This is an optimization exercise on Yosys and OpenROAD, whose aim is small area and a short achievable clock period, not a production implementation. In this exercise RTL edits were held to simulation tests only and were not proved equivalent to the original. No driver is modelled on the clock port, so clocking that relies on it looks cheaper here than on a real chip. Power is estimated from default activity; no workload was simulated.

==> run a: inputs <==
## Divider
module Divider(divisor,dividend,quotient_final,remainder,clock);
Settings: LEC_CHECK=0, CAP_MARGIN=20, CORE_MARGIN=2, CORE_UTILIZATION=60, CTS_BUF_LIST=sky130_fd_sc_hd__clkbuf_16, CTS_CLUSTER_DIAMETER=100, CTS_CLUSTER_SIZE=30, PLACE_DENSITY=0.7, SETUP_SLACK_MARGIN=1.5, SLEW_MARGIN=20; clock period 3.0 ns.
standard.sh (not shown) runs the stock make flow with config.mk's settings and CLKGATE_MAP_FILE= SYNTH_SCRIPT=/design/flow/synth_recipe.tcl, a recipe that flattens the netlist after the stock synthesis.
==> flow/flow/run.sh <==
#!/bin/bash
# The standard ORFS layout with these changes:
# - the divider steps 3..16 go to synthesis as sky130 gate netlists, which
#   flow/gen_stage.py writes from design.v (it replaces the Stage module; the
#   registers and everything else stay as in the RTL);
# - synthesis: Yosys's full-adder extraction is off (ADDER_MAP_FILE empty),
#   and ABC maps the remaining logic for delay with flow/abc_speed.script;
# - clock tree: right after TritonCTS, its root buffer (which only drives the
#   two first-level buffers) is removed and each first-level buffer is split
#   in two, so the clock port drives four buffers (flow/rmroot.tcl).
# ORFS's scripts are copied here and only those points differ.
set -euo pipefail
rm -rf scripts_local
cp -r "$FLOW_HOME/scripts" scripts_local
cp flow/abc_speed.script scripts_local/abc_speed.script
cp flow/rmroot.tcl scripts_local/rmroot.tcl
python3 - <<'PY'
p = "scripts_local/cts.tcl"
s = open(p).read()
anchor = "log_cmd clock_tree_synthesis {*}$cts_args\n"
assert anchor in s
s = s.replace(anchor, anchor + "source $::env(SCRIPTS_DIR)/rmroot.tcl\nremove_clock_root\nsplit_clock_level1 4\n")
open(p, "w").write(s)
PY
python3 flow/gen_stage.py design.v > mapped.v 2> gen_stage.log
bash standard.sh ADDER_MAP_FILE= BUFFER_PORTS_ARGS="-buffer_cell sky130_fd_sc_hd__buf_1" SCRIPTS_DIR="$PWD/scripts_local" VERILOG_FILES="$PWD/mapped.v" finish > flow_make.log 2>&1
Other scripts of this flow, unchanged in this note and not shown: flow/flow/abc_speed.script, flow/flow/gen_stage.py, flow/flow/rmroot.tcl
==> run b (differences from run a) <==
--- a/flow/config.mk
+++ b/flow/config.mk
@@ -8,9 +8,9 @@
 export CAP_MARGIN = 20
 export CORE_MARGIN = 2
-export CORE_UTILIZATION = 60
+export CORE_UTILIZATION = 50
 export CTS_BUF_LIST = sky130_fd_sc_hd__clkbuf_16
 export CTS_CLUSTER_DIAMETER = 100
 export CTS_CLUSTER_SIZE = 30
 export PLACE_DENSITY = 0.7
-export SETUP_SLACK_MARGIN = 1.5
+export SETUP_SLACK_MARGIN = 1.45
 export SLEW_MARGIN = 20
==> notes <==
Between run a and run b, the lower routed wire length is in run b (gap 4.1%, measured against run b).
In area after synthesis, run b and run a do not differ.
Of run b and run a, run a has the higher first-iteration DRC count (gap about 12%, measured against run a).
Of run a and run b, run a has the higher fmax (gap about 0.7%, measured against run b).
In run a the core utilization is higher than in run b, by 13 points.
Between run b and run a, the lower sequential share of layout area is in run a (gap 0.57 points).
Between run a and run b, the lower clock skew is in run b (gap 0.0011 ns).
Against run a, the via count of run b is smaller by about 0.3%.
==> figures <==
| item | run b | run a |
|---|---|---|
| Status | finished clean | finished clean |
| Number of standard cells in the layout, taps in and fillers out | 1831 | 1773 |
| Proportion of power drawn by combinational gates | 27.6% | 28.6% |
| Power Internal | 0.0109 W | 0.0110 W |
| Mean number of vias per cell | 4.54 | 4.70 |
| Proportion of power drawn by the clock network | 19.8% | 19.4% |
| Number of instances resized during post-cts repair | 26 | 57 |
| Timing startpoint of the critical path | st[12].R.r_q[0] | st[7].R.s_out[15] |
| Worst vdd rail ir drop | 0.000581 V | 0.000556 V |
| Final clock skew | 0.0279 ns | 0.0290 ns |
| CP max stage delay | 0.34 ns | 0.36 ns |
| Startpoint of the most critical hold path | s1[11] | st[6].R.s_out[14] |
| Total area of multi-input combinational cells | 4980 um2 | 5220 um2 |
| DRT iter0 DRCs | 272 | 308 |
| Met2 wire len | 10800 um | 10700 um |
| WP data arrival | 1.70 ns | 1.71 ns |
| Final weighted congestion of routability-driven global placement | 0.828 | 0.797 |

port drivers added, routing unchanged:
The results above use ideal ports. As a check the final layouts listed here were re-extracted and re-timed, cells and wires unchanged. Step 1, drivers: a clkbuf_16 drives clock and a buf_2 each remaining input, both assumed. Step 2 times the ports against the registers' clock, not the clock port: input delays grow and output delays shrink by t, the midpoint of the rising clock arrivals with the driver on. Slacks: ideal / step 1 / step 2; pairs: ideal / step 1.
| run | t, ns | setup slack, ns | worst slew at a driven data input, ns |
|---|---|---|---|
| run a | 0.420 | 1.524 / 1.484 / 1.524 | 0.03 |
| run b | 0.417 | 1.514 / 1.502 / 1.514 | 0.03 |
After both steps every run listed still meets setup and hold.
